What follows belongs to an exercise in optimizing a design on an open flow for small area and a short achievable clock period; a production flow would make more cautious choices.
No activity file was given, so power comes from the tool's default toggle rates.

Setup of job 9056:
Design mul32_pipe, start of the top module:
module mul32_pipe(clk, rst, in_valid, a, b, out_valid, p);
  input clk, rst, in_valid;
  input [31:0] a, b;
  output out_valid;
  output [63:0] p;
  reg [2:0] vpipe;
  always @(posedge clk)
    if (rst) vpipe <= 3'd0;
    else vpipe <= {vpipe[1:0], in_valid};
  assign out_valid = vpipe[2];
  reg [305:0] rk1;
  reg [136:0] rk2;
  reg [63:0] rk3;
  wire n1 = b[1] & ~b[0];
  wire n2 = b[2] ^ b[1];
  wire n3 = (b[3] & ~b[2] & ~b[1]) | (~b[3] & b[2] & b[1]);
  wire n4 = b[4] ^ b[3];
  wire n5 = (b[5] & ~b[4] & ~b[3]) | (~b[5] & b[4] & b[3]);
  wire n6 = b[6] ^ b[5];
  wire n7 = (b[7] & ~b[6] & ~b[5]) | (~b[7] & b[6] & b[5]);
  wire n8 = b[8] ^ b[7];
  wire n9 = (b[9] & ~b[8] & ~b[7]) | (~b[9] & b[8] & b[7]);
  wire n10 = b[10] ^ b[9];
  wire n11 = (b[11] & ~b[10] & ~b[9]) | (~b[11] & b[10] & b[9]);
  wire n12 = b[12] ^ b[11];
  wire n13 = (b[13] & ~b[12] & ~b[11]) | (~b[13] & b[12] & b[11]);
  wire n14 = b[14] ^ b[13];
  wire n15 = (b[15] & ~b[14] & ~b[13]) | (~b[15] & b[14] & b[13]);
  wire n16 = b[16] ^ b[15];
  ...
export LEC_CHECK = 0
export ABC_AREA = 1
export CAP_MARGIN = 5
export CORE_MARGIN = 2
export CORE_UTILIZATION = 40
export SLEW_MARGIN = 5
export SYNTH_HIERARCHICAL = 1
create_clock -name core_clock -period 2.5 [get_ports {clk}]
standard.sh (not shown) runs the stock make flow with config.mk's settings and CLKGATE_MAP_FILE= SYNTH_SCRIPT=/design/flow/synth_recipe.tcl, a recipe that flattens the netlist after the stock synthesis.
==> flow/flow/run.sh <==
#!/bin/bash
# Own layout flow: the standard ORFS flow (standard.sh), unchanged except that the
# port buffers that global placement inserts on every input and output use a plain buffer
# (buf_4) instead of the delay cell buffer_ports picks by default.
set -euo pipefail
export BUFFER_PORTS_ARGS="-buffer_cell sky130_fd_sc_hd__buf_4"
bash standard.sh finish > standard_flow.log 2>&1
Job 9056 finished end to end and its layout was clean on timing, DRC and antenna.
### job 9056 -> job 4758
# job 9056
export LEC_CHECK = 0
export ABC_AREA = 1
export CAP_MARGIN = 5
export CORE_MARGIN = 2
export CORE_UTILIZATION = 40
export SLEW_MARGIN = 5
export SYNTH_HIERARCHICAL = 1
create_clock -name core_clock -period 2.5 [get_ports {clk}]
# job 4758
export LEC_CHECK = 0
export ABC_AREA = 1
export CAP_MARGIN = 20
export CORE_MARGIN = 2
export CORE_UTILIZATION = 40
export SETUP_SLACK_MARGIN = 0.25
export SLEW_MARGIN = 20
export SYNTH_HIERARCHICAL = 1
create_clock -name core_clock -period 2.5 [get_ports {clk}]
Results
- In the flow results for job 9056 and job 4758, the maximum frequency is smaller on job 9056.
- In the flow results for job 9056 and job 4758, the post-synthesis to final-layout area growth is larger on job 4758.
- Job 4758 against job 9056; maximum VDD drop is up by a few percent.
- Summary — count of clock-buffer cells in the layout, job 4758 relative to job 9056: higher, by about 1.3%.
- Between job 9056 and job 4758, the minimum setup slack in the final design is lower for job 9056.
- Changes observed in job 4758 relative to job 9056: final instance count without filler cells grew by 2.2%; cell-internal power grew by 0.00040 W.
Here is what was changed in the inputs of job 248 compared with job 4758.
# job 4758
export LEC_CHECK = 0
export ABC_AREA = 1
export CAP_MARGIN = 20
export CORE_MARGIN = 2
export CORE_UTILIZATION = 40
export SETUP_SLACK_MARGIN = 0.25
export SLEW_MARGIN = 20
export SYNTH_HIERARCHICAL = 1
create_clock -name core_clock -period 2.5 [get_ports {clk}]
# job 248
export LEC_CHECK = 0
export ABC_AREA = 1
export CAP_MARGIN = 20
export CORE_MARGIN = 2
export CORE_UTILIZATION = 40
export GPL_TIMING_DRIVEN = 0
export SLEW_MARGIN = 20
export SYNTH_HIERARCHICAL = 1
create_clock -name core_clock -period 2.5 [get_ports {clk}]
Notes after the runs:
Job 248: flow complete, layout not clean; failing: setup timing. Job 248 vs. job 4758: maximum frequency went down; half-perimeter wire length of the detailed placement result went up. In job 248 relative to job 4758, power had gone up slightly. Summary of job 248 over job 4758: sequential share of layout area now sits higher; proportion of power drawn by the clock network now sits lower; number of tap cells inserted now sits at about the same level; total of endpoints with negative setup slack in the final report now sits higher. The capturing instance or port of the critical path comes out rk3[32] in one run and rk3[51] in the other, namely in job 248 and job 4758 respectively. NOTE: total of clock buffers placed in the layout in job 248 exceeds that of job 4758. Clock network power: job 248 better than job 4758. [job 248 vs job 4758] clock period minus final worst setup slack: higher in job 248.
### job 248 -> job 473
# job 248
export LEC_CHECK = 0
export ABC_AREA = 1
export CAP_MARGIN = 20
export CORE_MARGIN = 2
export CORE_UTILIZATION = 40
export GPL_TIMING_DRIVEN = 0
export SLEW_MARGIN = 20
export SYNTH_HIERARCHICAL = 1
create_clock -name core_clock -period 2.5 [get_ports {clk}]
# job 473
export LEC_CHECK = 0
export ABC_AREA = 1
export CAP_MARGIN = 20
export CORE_MARGIN = 2
export CORE_UTILIZATION = 40
export SLEW_MARGIN = 20
export SYNTH_HIERARCHICAL = 1
create_clock -name core_clock -period 2.5 [get_ports {clk}]
--- outcome ---
The sole clean run among job 473 and job 248 is job 473.
Job 248 → job 473: clock network fraction of total power rose 1.4 points; worst hold slack increased by 19 ps relative to the old numbers; part of the total power dissipated in combinational logic saw a decrease; sequential share of power picked up an extra 0.7 points; worst setup slack up 140 ps.
Per the comparison of job 473 with job 248, maximum fanout along the worst path moved down; global routing usage on met1 moved down; critical path depth moved up.
[job 473 vs job 248] post-CTS setup buffer count: lower in job 473
Job 248 reports its highest metal layer with signal wires as met4 while job 473 reports met5.
No functional check of the RTL was part of any run of this note.

Another version of the RTL of mul32_pipe (not shown whole).
For scale: about 3800 cells after synthesis, ~130 I/O pins, about 44000 µm² of cells after synthesis.
clock: 2.5 ns
lec_check: 0
abc_area: 1
cap_margin: 20
core_margin: 2
core_utilization: 40
slew_margin: 20
synth_hierarchical: 1
Scripts as last shown in full above: flow/flow/run.sh
==> next run, changes <==
--- a/flow/config.mk
+++ b/flow/config.mk
@@ -10,4 +10,5 @@
 export CORE_MARGIN = 2
 export CORE_UTILIZATION = 40
+export SETUP_SLACK_MARGIN = 0.5
 export SLEW_MARGIN = 20
 export SYNTH_HIERARCHICAL = 1
The new run ran to the end with no violations.
Wire length went up by 2.5%.
Power went up by 5.1%.
Setup slack improved by 0.22 ns.
No functional check of the RTL was part of any run of this note.

## re-timing with driven ports
The results above use ideal ports. As a check the final layouts listed here were re-extracted and re-timed, cells and wires unchanged. Step 1: set_driving_cell puts a clkbuf_16 on clk and a buf_2 on each other input, an assumption about the parent block. Step 2 times the ports against the registers' clock, not the clock port: input delays grow and output delays shrink by t, the midpoint of the rising clock arrivals with the driver on. Three values: ideal ports, drivers, drivers and shift; two values: the first two.
run	t, ns	setup WS [ns]	hold WS [ns]	clock arrival spread, ns
job 9056	0.687	0.031 / 0.031 / -0.390	0.076 / 0.042 / 0.307	0.033 / 0.032
job 4758	0.698	0.062 / 0.062 / -0.351	0.066 / 0.024 / 0.326	0.030 / 0.030
job 248	0.678	-0.111 / -0.111 / -0.723	0.056 / 0.016 / 0.326	0.023 / 0.023
job 473	0.687	0.031 / 0.031 / -0.390	0.076 / 0.042 / 0.307	0.033 / 0.032
the first run of note 2	0.756	0.194 / 0.194 / -0.096	0.034 / -0.010 / 0.320	0.037 / 0.036
the second run of note 2	0.754	0.414 / 0.414 / -0.112	0.022 / -0.015 / 0.322	0.056 / 0.056
With both steps, setup timing fails in 5 of these runs, where it was met with ideal ports. The setup slack of job 248, which loses most, moves by 0.000 ns with the drivers and by -0.612 ns with both steps.
